This design comes from an exercise in tuning for small area, a short achievable clock period and few clock cycles on the open sky130 flow, not from production work.
The RTL was checked by simulation tests, not by an equivalence proof against the original design.

<file path="flow/constraint.sdc">
create_clock -name core_clock -period 22.0 [get_ports {clk}]
set_input_delay 4.4000 -clock core_clock [delete_from_list [all_inputs] [get_ports {clk}]]
set_output_delay 4.4000 -clock core_clock [all_outputs]
set_load 0.01 [all_outputs]
</file>
<file path="flow/config.mk">
export PLATFORM = sky130hd
export DESIGN_NAME = system
export DESIGN_NICKNAME = system
export VERILOG_FILES = /design/flow/design.v
export SDC_FILE = /design/flow/constraint.sdc
export NUM_CORES = 4
export LEC_CHECK = 0
export CAP_MARGIN = 20
export CORE_MARGIN = 2
export CORE_UTILIZATION = 40
export SLEW_MARGIN = 20
</file>
<file path="flow/run.sh">
#!/bin/bash
# synth_recipe.tcl (not shown) runs the flow's synth.tcl, then flattens the netlist and writes it again
# the make line also repeats each setting of config.mk as NAME=value (left out here)
make -C /OpenROAD-flow-scripts/flow DESIGN_CONFIG=/design/flow/config.mk WORK_HOME=/design/flow/orfs CLKGATE_MAP_FILE= SYNTH_SCRIPT=/design/flow/synth_recipe.tcl finish
</file>
<file path="flow/design.v">
module conv(clk,rst,clear,w_w,w_in,if_w,if_in,out);
 input	clk;
 input	rst;
 input	clear;
 input	w_w;
 input	if_w;	
 input [16-1:0] w_in;
 input [16-1:0] if_in;
 output signed [16*2+1:0]out;
 wire signed [16*2:0]out1;
 reg signed [16-1:0] weight [2:0];
 reg signed [16-1:0] feature [2:0];
 always@(posedge rst  or posedge clk)
begin
if(rst)
begin
weight[0]<=16'd0;
weight[1]<=16'd0;
weight[2]<=16'd0;
feature[0]<=16'd0;
feature[1]<=16'd0;
feature[2]<=16'd0;
end
else if(clear)
begin
weight[0]<=16'd0;
weight[1]<=16'd0;
weight[2]<=16'd0;
feature[0]<=16'd0;
feature[1]<=16'd0;
feature[2]<=16'd0;
end
else
begin
if(w_w==1'b1 )
begin
weight[0]<=weight[1];
weight[1]<=weight[2];
weight[2]<=w_in;
end
if(if_w==1'b1 )
begin
feature[0]<=feature[1];
feature[1]<=feature[2];
feature[2]<=if_in;
end
end
end
assign out1 = weight[2]*feature[2]+weight[1]*feature[1]+weight[0]*feature[0];
assign out  ={out1[32],out1};
endmodule
module sat_adder(in0, in1, in2, sum);
input  signed[33:0]	in0, in1, in2;
output signed[15:0]	sum;
wire signed[35:0]temp=(in0+in1+in2);
assign sum=($signed(temp)>$signed(36'd255))?16'd255:($signed(temp)<$signed(36'd0))?16'd0:temp[15:0];
endmodule
module Controller (clk, rst, ROM_IF_A, ROM_W_A, ROM_IF_OE, ROM_W_OE, RAM_A, 
					RAM_WE, RAM_OE, sel_if, sel_w, clear, done);
  parameter INIT    = 3'b000,READ_W=3'b001,WRITE=3'b010,READ_C=3'b011,READ_9=3'b100,Done=3'b101;
  input         clk;
  input         rst;
  output reg [19:0] ROM_IF_A, ROM_W_A;
  output reg		ROM_IF_OE, ROM_W_OE;
  output reg [19:0] RAM_A;
  output reg		RAM_WE;
  output reg		RAM_OE;
  output reg [2:0]  sel_if, sel_w;
  output reg		clear;
  output reg 		done;
  reg	[2:0] tsel_if, tsel_w;
  reg   [2:0]  state,n_state;
  reg	[19:0] column;
  reg   [19:0]  row;
  reg   [3:0]	counter;
always@(posedge clk or posedge rst)begin 
if(rst)
	state<=INIT;
else
	state<=n_state;
end
always@(posedge clk or posedge rst)begin 
  if(rst)begin
    counter<=4'd0;
  end
else if(state==READ_W && counter==4'd9)
      counter<=4'd0;
  else if(state==READ_W)
     counter<=counter+4'd1;
  else if(state==READ_C)
     counter<=counter+4'd1;
  else if(state==READ_9)
     counter<=counter+4'd1;
  else if(state==WRITE || state==INIT)
     counter<=4'd0;
end
always@(*)begin 
    if(state==INIT)begin
    sel_w=3'b0;
      sel_if=3'b0;
end
else if(state==READ_W)
	begin
if(counter==4'd0)begin
                  sel_w=3'b000;
		  sel_if=3'b000;
              end
else  if(counter==4'd1)begin
  			sel_w=3'b001;
		  sel_if=3'b001;
end
else if(counter==4'd2)begin
  			sel_w=3'b001;
		  sel_if=3'b001;
end
else if(counter==4'd3)begin
  			sel_w=3'b001;
		  sel_if=3'b001;
end
else   if(counter==4'd4)begin
                  sel_w=3'b010;
		  sel_if=3'b010;
              end
else   if(counter==4'd5)begin
                  sel_w=3'b010;
		  sel_if=3'b010;
              end
else   if(counter==4'd6)begin
                  sel_w=3'b010;
		  sel_if=3'b010;
              end
else  if(counter==4'd7)begin
                  sel_w=3'b100;
	          sel_if=3'b100;
              end
else  if(counter==4'd8)begin
                  sel_w=3'b100;
	          sel_if=3'b100;
              end
else  if(counter==4'd9)begin
                  sel_w=3'b100;
	          sel_if=3'b100;
              end
else begin
 	           sel_w=3'b100;
	          sel_if=3'b100;
    end
end
else if(state==READ_C)
	begin
          if(counter==4'd0)begin
                  sel_if=3'b000;
	            sel_w=3'b000;
              end
         else if(counter==4'd1)begin
                  sel_if=3'b001;
			sel_w=3'b000;
              end
         else if(counter==4'd2)begin
                  sel_if=3'b010;
			sel_w=3'b000;
              end
	 else if(counter==4'd3)begin
                  sel_if=3'b100;
			sel_w=3'b000;
              end
else  begin
			sel_if=3'b100;
			sel_w=3'b000;
end
    end
else if(state==READ_9)begin
if(counter==4'd0)begin
                  sel_w=3'b000;
		  sel_if=3'b000;
              end
else  if(counter==4'd1)begin
  			sel_w=3'b000;
		  sel_if=3'b001;
end
else if(counter==4'd2)begin
  			sel_w=3'b000;
		  sel_if=3'b001;
end
else if(counter==4'd3)begin
  			sel_w=3'b000;
		  sel_if=3'b001;
end
else   if(counter==4'd4)begin
                  sel_w=3'b000;
		  sel_if=3'b010;
              end
else   if(counter==4'd5)begin
                  sel_w=3'b000;
		  sel_if=3'b010;
              end
else   if(counter==4'd6)begin
                  sel_w=3'b000;
		  sel_if=3'b010;
              end
else  if(counter==4'd7)begin
                  sel_w=3'b000;
	          sel_if=3'b100;
              end
else  if(counter==4'd8)begin
                  sel_w=3'b000;
	          sel_if=3'b100;
              end
else  if(counter==4'd9)begin
                  sel_w=3'b000;
	          sel_if=3'b100;
              end
else begin
sel_w=3'b000;
	          sel_if=3'b100;
end
end
	else if(state==WRITE)
   begin
	          sel_if=3'b000;
                  sel_w=3'b000;
    end
     else
begin
		sel_if=3'b000;
                  sel_w=3'b000;
end
end
always@(*)begin 
if(state==INIT)
RAM_A=20'd0;
if(column==20'd0)
RAM_A=(row<<8)+column;
else
RAM_A=(row<<8)+(column-20'd2);
end
always@(*)begin 
if(state==INIT)
ROM_IF_A=20'd0;
 else   if(state==READ_W)begin
   if(counter==4'd0)begin
    ROM_IF_A=(row<<8)+(row<<1)+column;
   end
  else if(counter==4'd1)begin
    ROM_IF_A=(row<<8)+(row<<1)+(column+20'd1);
   end
   else if(counter==4'd2)begin
    ROM_IF_A=(row<<8)+(row<<1)+(column+20'd2);
   end
   else if(counter==4'd3)begin
    ROM_IF_A=((row+20'd1)<<8)+((row+20'd1)<<1)+column;
   end
    else if(counter==4'd4)begin
    ROM_IF_A=((row+20'd1)<<8)+((row+20'd1)<<1)+(column+20'd1);
   end
    else if(counter==4'd5)begin
    ROM_IF_A=((row+20'd1)<<8)+((row+20'd1)<<1)+(column+20'd2);
   end
    else if(counter==4'd6)begin
    ROM_IF_A=((row+20'd2)<<8)+((row+20'd2)<<1)+column;
   end
    else if(counter==4'd7)begin
    ROM_IF_A=((row+20'd2)<<8)+((row+20'd2)<<1)+(column+20'd1);
   end
    else if(counter==4'd8)begin
    ROM_IF_A=((row+20'd2)<<8)+((row+20'd2)<<1)+(column+20'd2);
   end
    else if(counter==4'd9)begin
    ROM_IF_A=((row+20'd2)<<8)+((row+20'd2)<<1)+(column+20'd2);
   end
else ROM_IF_A=((row+20'd2)<<8)+((row+20'd2)<<1)+(column+20'd2);
   end
   else if(state==READ_9)begin
    if(counter==4'd0)begin
    ROM_IF_A=(row<<8)+(row<<1)+column;
   end
  else if(counter==4'd1)begin
    ROM_IF_A=(row<<8)+(row<<1)+(column+20'd1);
   end
   else if(counter==4'd2)begin
    ROM_IF_A=(row<<8)+(row<<1)+(column+20'd2);
   end
   else if(counter==4'd3)begin
    ROM_IF_A=((row+20'd1)<<8)+((row+20'd1)<<1)+column;
   end
    else if(counter==4'd4)begin
    ROM_IF_A=((row+20'd1)<<8)+((row+20'd1)<<1)+(column+20'd1);
   end
    else if(counter==4'd5)begin
    ROM_IF_A=((row+20'd1)<<8)+((row+20'd1)<<1)+(column+20'd2);
   end
    else if(counter==4'd6)begin
    ROM_IF_A=((row+20'd2)<<8)+((row+20'd2)<<1)+column;
   end
    else if(counter==4'd7)begin
    ROM_IF_A=((row+20'd2)<<8)+((row+20'd2)<<1)+(column+20'd1);
   end
    else if(counter==4'd8)begin
    ROM_IF_A=((row+20'd2)<<8)+((row+20'd2)<<1)+(column+20'd2);
   end
    else if(counter==4'd9)begin
    ROM_IF_A=((row+20'd2)<<8)+((row+20'd2)<<1)+(column+20'd2);
   end
else ROM_IF_A=((row+20'd2)<<8)+((row+20'd2)<<1)+(column+20'd2);
    end   
   else if(state==READ_C)begin
          if(counter==4'd0)begin
             ROM_IF_A=(row<<8)+(row<<1)+column;
          end
         else if(counter==4'd1)begin
             ROM_IF_A=((row+20'd1)<<8)+((row+20'd1)<<1)+column;
          end
         else if(counter==4'd2)begin
             ROM_IF_A=((row+20'd2)<<8)+((row+20'd2)<<1)+column;
          end
	 else if(counter==4'd3)begin
             ROM_IF_A=((row+20'd2)<<8)+((row+20'd2)<<1)+column;
          end
         else
 ROM_IF_A=((row+20'd2)<<8)+((row+20'd2)<<1)+column;
   end
else
ROM_IF_A=20'd0;
end
always@(*)begin 
   if(state==INIT)
ROM_W_A=20'd0;
 else   if(state==READ_W)begin
          if(counter==4'd0)begin
             ROM_W_A=20'd0;
              end
         else if(counter==4'd1)begin
             ROM_W_A=20'd1;
              end
         else if(counter==4'd2)begin
             ROM_W_A=20'd2;
              end
         else if(counter==4'd3)begin
             ROM_W_A=20'd3;
              end
         else if(counter==4'd4)begin
             ROM_W_A=20'd4;
              end
         else if(counter==4'd5)begin
             ROM_W_A=20'd5;
              end
         else if(counter==4'd6)begin
             ROM_W_A=20'd6;
              end
         else if(counter==4'd7)begin
             ROM_W_A=20'd7;
              end
         else if(counter==4'd8)begin
             ROM_W_A=20'd8;
              end
	else if(counter==4'd9)begin
	ROM_W_A=20'd8;
	end
else ROM_W_A=20'd8;
    end   
else
ROM_W_A=20'd0;
end
always@(posedge clk or posedge rst)begin 
  if(rst)begin
     column<=20'd0;
	 row<=20'd0;
  end
else if (column==20'd0 && state==WRITE)
begin
column<=column+20'd3;
end
  else if(state==WRITE && column==20'd257)begin
        column<=20'd0;
        row<=row+20'd1;
   end
  else if(state==WRITE)
   column<=column+20'd1;
  else if(state==READ_C)
  row<=row;
end
always@(*)begin 
  case(state)
       INIT:begin
            n_state=READ_W;
end
       READ_W:begin
                  if(counter==4'd9)
                     n_state=WRITE;
                  else
                     n_state=READ_W;
              end
       READ_C:begin
                  if(counter==4'd3)
                     n_state=WRITE;
                  else
                     n_state=READ_C;
              end
       READ_9:begin
                  if(counter==4'd9)
                     n_state=WRITE;
                  else
                     n_state=READ_9;
              end
       WRITE:begin
                  if(column==20'd257&&row==20'd255)
                     n_state=Done;
                  else if(column==20'd257)
                     n_state=READ_9;
                  else
                     n_state=READ_C;
              end
       Done:n_state=INIT;    
 default:n_state=Done;
endcase
end
always@(*)begin  
case(state)
INIT:begin
	ROM_IF_OE=1'b0;
	ROM_W_OE=1'b0;
	RAM_WE=1'b0;
	RAM_OE=1'b0;
	clear=1'b0;
	done=1'b0;
	end
READ_W:begin
        ROM_IF_OE=1'b1;
	ROM_W_OE=1'b1;
	RAM_WE=1'b0;
	RAM_OE=1'b0;
	clear=1'b0;
	done=1'b0;
      end
WRITE:begin
      ROM_IF_OE=1'b0;
	ROM_W_OE=1'b0;
	RAM_WE=1'b1;
	RAM_OE=1'b0;
	clear=1'b0;
	done=1'b0;
	end
READ_C:begin
      ROM_IF_OE=1'b1;
	ROM_W_OE=1'b0;
	RAM_WE=1'b0;
	RAM_OE=1'b0;
	clear=1'b0;
	done=1'b0;
	end
READ_9:begin
      ROM_IF_OE=1'b1;
	ROM_W_OE=1'b0;
	RAM_WE=1'b0;
	RAM_OE=1'b0;
	clear=1'b0;
	done=1'b0;
	end
Done:begin
      ROM_IF_OE=1'b0;
	ROM_W_OE=1'b0;
	RAM_WE=1'b0;
	RAM_OE=1'b0;
	clear=1'b0;
	done=1'b1;
	end
default:begin
	ROM_IF_OE=1'b0;
	ROM_W_OE=1'b0;
	RAM_WE=1'b0;
	RAM_OE=1'b0;
	clear=1'b0;
	done=1'b0;
	end
endcase
end
endmodule
`timescale 1ns/10ps
module system (clk, rst, ROM_IF_Q, ROM_W_Q, RAM_Q, ROM_IF_A, ROM_W_A,
  ROM_IF_OE, ROM_W_OE, RAM_A, RAM_WE, RAM_OE, RAM_D, done);
  input         clk;
  input         rst;
  input  [15:0] ROM_IF_Q, ROM_W_Q;
  input  [15:0] RAM_Q;
  output [19:0] ROM_IF_A, ROM_W_A;
  output		ROM_IF_OE, ROM_W_OE;
  output [19:0] RAM_A;
  output        RAM_WE;
  output        RAM_OE;
  output [15:0] RAM_D;
  output        done;
  wire [2:0]  sel_if, sel_w;
  wire 		  clear;
  wire [33:0]	out0, out1, out2;
  conv conv1 (
  .clk(clk), .rst(rst), .clear(clear), .w_w(sel_w[0]), .w_in(ROM_W_Q), .if_w(sel_if[0]), .if_in(ROM_IF_Q), .out(out0));
  conv conv2 (
  .clk(clk), .rst(rst), .clear(clear), .w_w(sel_w[1]), .w_in(ROM_W_Q), .if_w(sel_if[1]), .if_in(ROM_IF_Q), .out(out1));
  conv conv3 (
  .clk(clk), .rst(rst), .clear(clear), .w_w(sel_w[2]), .w_in(ROM_W_Q), .if_w(sel_if[2]), .if_in(ROM_IF_Q), .out(out2));
  sat_adder a1 (
  .in0(out0), .in1(out1), .in2(out2), .sum(RAM_D));
  Controller c1(
  .clk(clk), .rst(rst), .ROM_IF_A(ROM_IF_A), .ROM_W_A(ROM_W_A), .ROM_IF_OE(ROM_IF_OE),
  .ROM_W_OE(ROM_W_OE), .RAM_A(RAM_A), .RAM_WE(RAM_WE), .RAM_OE(RAM_OE), .sel_if(sel_if),
  .sel_w(sel_w), .clear(clear), .done(done));
endmodule
</file>
==> impl_metrics.json <==
{
  "status": "complete, no violations",
  "io_buffer_count": 89,
  "die_y_um": 554.9,
  "antenna_found_initial": 13,
  "cap_violations": 0,
  "fin_crit_ns": 21.13,
  "reg2reg_slack_ns": 17.79,
  "crit_family": "adder cells",
  "wl_per_cell_um": 19.89,
  "ios": 131,
  "yosys.area.top_type_share_pct": 43.03,
  "max_freq_mhz": 47.32,
  "slew_headroom_pct": 25.31,
  "cts_setup_buffers": 0,
  "clockBufferDepth": 3,
  "grt_use_total_pct": 22.59,
  "crit_required_ns": 17.60,
  "path_class": "reg2out",
  "synth.distinct_cells": 100,
  "max_stage_delay_ns": 0.67,
  "synth_enable_flop_cells": 0,
  "synthFlopType": "dfrtp_1",
  "cts_tree": "done",
  "final_nets": 16710,
  "critical_path.max_fanout": 18,
  "synth_common_cells": "inv_1 (3029), fa_1 (2609), nand2_1 (1420)",
  "vias": 87650,
  "path_depth": 52,
  "synth_warnings": 4,
  "synthCells": 13180,
  "grt-ovfl-total": 0,
  "drive_gt1_share_pct": 4.411,
  "initialDrtViolationCount": 5471,
  "initial_utilization_pct": 40.15,
  "hold_path_class": "reg2reg",
  "grt_max_degree": 159,
  "final_min_period_over_clock_period_pct": 96.05,
  "area.growth.synth_to_final_pct": 5.482,
  "finalMaxSlewViolations": 0,
  "ys_seq_elements": 335,
  "syn_area_um2": 121400,
  "cts.clk_slew.worst_paths_ns": 0.06,
  "crit_path_start_kind": "flip-flop",
  "cts_buffers": 46,
  "worst_slew_pin_slew_ns": 1.120,
  "synth_top_area_cell": "fa_1",
  "ys_top_cells_by_area": "fa_1 (43%), ha_1 (11%), inv_1 (9.4%)",
  "place.gp.congestion": 0.9417,
  "arrival_ns": 16.73,
  "cp_common_cell": "fa_1",
  "cpMaxStageDelayCell": "dfrtp_1",
  "drt-pass1-iter-count": 6,
  "rsz0062_at_grt": "false",
  "clock_skew_ns": 0.03847,
  "cts-htree-levels": 2,
  "die-width_um": 554.9,
  "routed_wl_mm": 338.7,
  "r2r-end": "conv3.weight[0][5]",
  "drc": 0,
  "synthMostInstantiatedCell": "inv_1",
  "clkLatencyLatePin_ns": 0.68,
  "die-area_um2": 307900,
  "grt_pass1_vias": 91770,
  "setup_violations": 0,
  "crit_buf_inv": 10,
  "drtAntennaViolNets": 0,
  "dpl.hpwl_mm": 280.2,
  "yosysSeqAreaShare_pct": 6.907,
  "endpoint_kind": "output port",
  "rows": 202,
  "async_flop_share_pct": 100.0,
  "crit_end": "RAM_D[4]",
  "syn_area_per_cell_um2": 9.211,
  "clkSinkCount": 335,
  "reg2reg_from": "c1.counter[0]",
  "ff2ff_path_depth": 9,
  "crit_start": "conv2.weight[2][7]",
  "root_buffer": "clkbuf_16",
  "core_um2": 302300,
  "hold_viol_final": 0,
  "vias_per_cell": 5.149,
  "grt_pass1_wl_mm": 542.1,
  "fin_setup_tns_ns": 0
}
==> cell families (layout without fill, tap and decap cells) <==
family	count (synthesis)	after routing	synth area share [%]
buf+inv	3500	3334	10.94
flops	335	335	6.907
mux	311	311	2.872
compound gates	1330	1330	7.023
fa+ha+maj	3666	3666	53.93
xor+xnor	608	608	4.430
other cells	1	36	0.003090
simple gates	3426	3426	13.90
==> how the worst min path moves through the flow <==
stage | slack [ns] | end | startpoint | cells past startpoint
after floorplan | 0.45 | c1.row[19] | c1.row[19] | 1
after global placement | 0.47 | c1.row[19] | c1.row[19] | 1
after detailed placement | 0.47 | c1.row[19] | c1.row[19] | 1
after CTS | 0.48 | c1.row[19] | c1.row[19] | 1
after global routing | 0.51 | c1.row[19] | c1.row[19] | 1
final | 0.48 | c1.row[19] | c1.row[19] | 1
==> stage by stage <==
step | utilization, % | hold slack, ns | worst slack [ns] | cell area, µm² | instances
floorplan | - | 0.4463 | 4.439 | 121500 | 13200
global route | 42.35 | 0.5095 | 0.01011 | 128000 | 17010
CTS | 42.34 | 0.4836 | 0.4526 | 128000 | 17010
global placement | 41.83 | 0.4661 | 1.426 | 126500 | 16930
detailed placement | 41.83 | 0.4679 | 1.257 | 126500 | 16930
finish | 42.35 | 0.4807 | 0.8695 | 128000 | 17020
==> flip-flops by register name, summed over array words and instances, names as in the netlist <==
name / cells
c1.row: 20
conv3.feature: 48
conv1.feature: 48
conv2.feature: 48
c1.column: 20
c1.state: 3
conv3.weight: 48
c1.counter: 4
conv1.weight: 48
conv2.weight: 48
==> cell usage in the layout, fill, tap and decap left out, types with 11 or more instances in the layout <==
cell,instances
mux2_2,297
o21ai_0,240
o21a_1,68
fa_1,2609
o22ai_1,12
o21bai_1,65
and3_1,53
o31ai_1,22
clkdlybuf4s50_1,89
nor2_1,341
clkbuf_16,47
a21oi_1,417
and2_1,1019
a221oi_1,13
nand2b_1,166
or3_1,32
buf_4,120
o21ai_1,27
o211ai_1,38
nand2_1,1419
nand3_1,97
a21o_1,138
nand4_1,46
or2_2,21
nor4_1,20
mux2i_1,13
conb_1,25
a211oi_1,64
a211o_1,17
nor2b_1,58
a31oi_1,51
xor2_1,173
xnor2_1,430
nor3_1,102
dfrtp_1,330
ha_1,1057
inv_1,3028
diode_2,11
o31a_1,13
==> area by class of cell <==
class / count / area (µm²)
repair buffers: 210 / 1812
inverters: 3039 / 11410
diodes: 11 / 27.53
clock buffers: 58 / 1287
multi-input cells: 9366 / 99880
flip-flops and latches: 335 / 8389
clock inverters: 27 / 244.0
well taps: 3978 / 4977
fillers: 30090 / 174300
==> what timing repair did <==
item,4_1_cts,5_1_grt
endpoints found under the setup margin,0,5
endpoints found under the hold margin,0,0
gates resized for setup,0,7
hold buffers,0,0
==> routing by layer <==
| layer | track usage (%) | share of wire, % | vias to the layer above |
|---|---|---|---|
| li1 | - | - | 39620 |
| met1 | 32.53 | 46 | 45290 |
| met2 | 35.91 | 45 | 2346 |
| met3 | 2.839 | 5.9 | 395 |
| met4 | 5.764 | 3.1 | 2 |
| met5 | 0 | 0.0038 | - |
Testbench counts, summed over its fixed seeds: cycles 1,316,872.

-- re-timing with driven ports --
How much do the figures lean on ideal ports? The routed layout below was timed once more, with nothing changed but the port constraints.
Step 1 sets driving cells, clkbuf_16 on the clock port and buf_2 on the other inputs (assumed; they add their load-dependent delay and slew).
Step 2, shift: input delay + t, output delay - t, t = (earliest + latest rising clock arrival at the registers) / 2. This alone moves slack from input paths to output paths.
a / b / c = ideal ports / drivers / drivers and shift; a / b = the first two.
t (ns): 0.749
slack for setup (ns): 0.869 / 0.787 / 1.536
slew at the worst register clock pin (ns): 0.08 / 0.08
worst slew at a driven data input, ns: 0.04
After both steps this run still meets setup and hold. For this run, drivers alone change the setup slack by -0.082 ns; drivers and shift together by +0.667 ns.
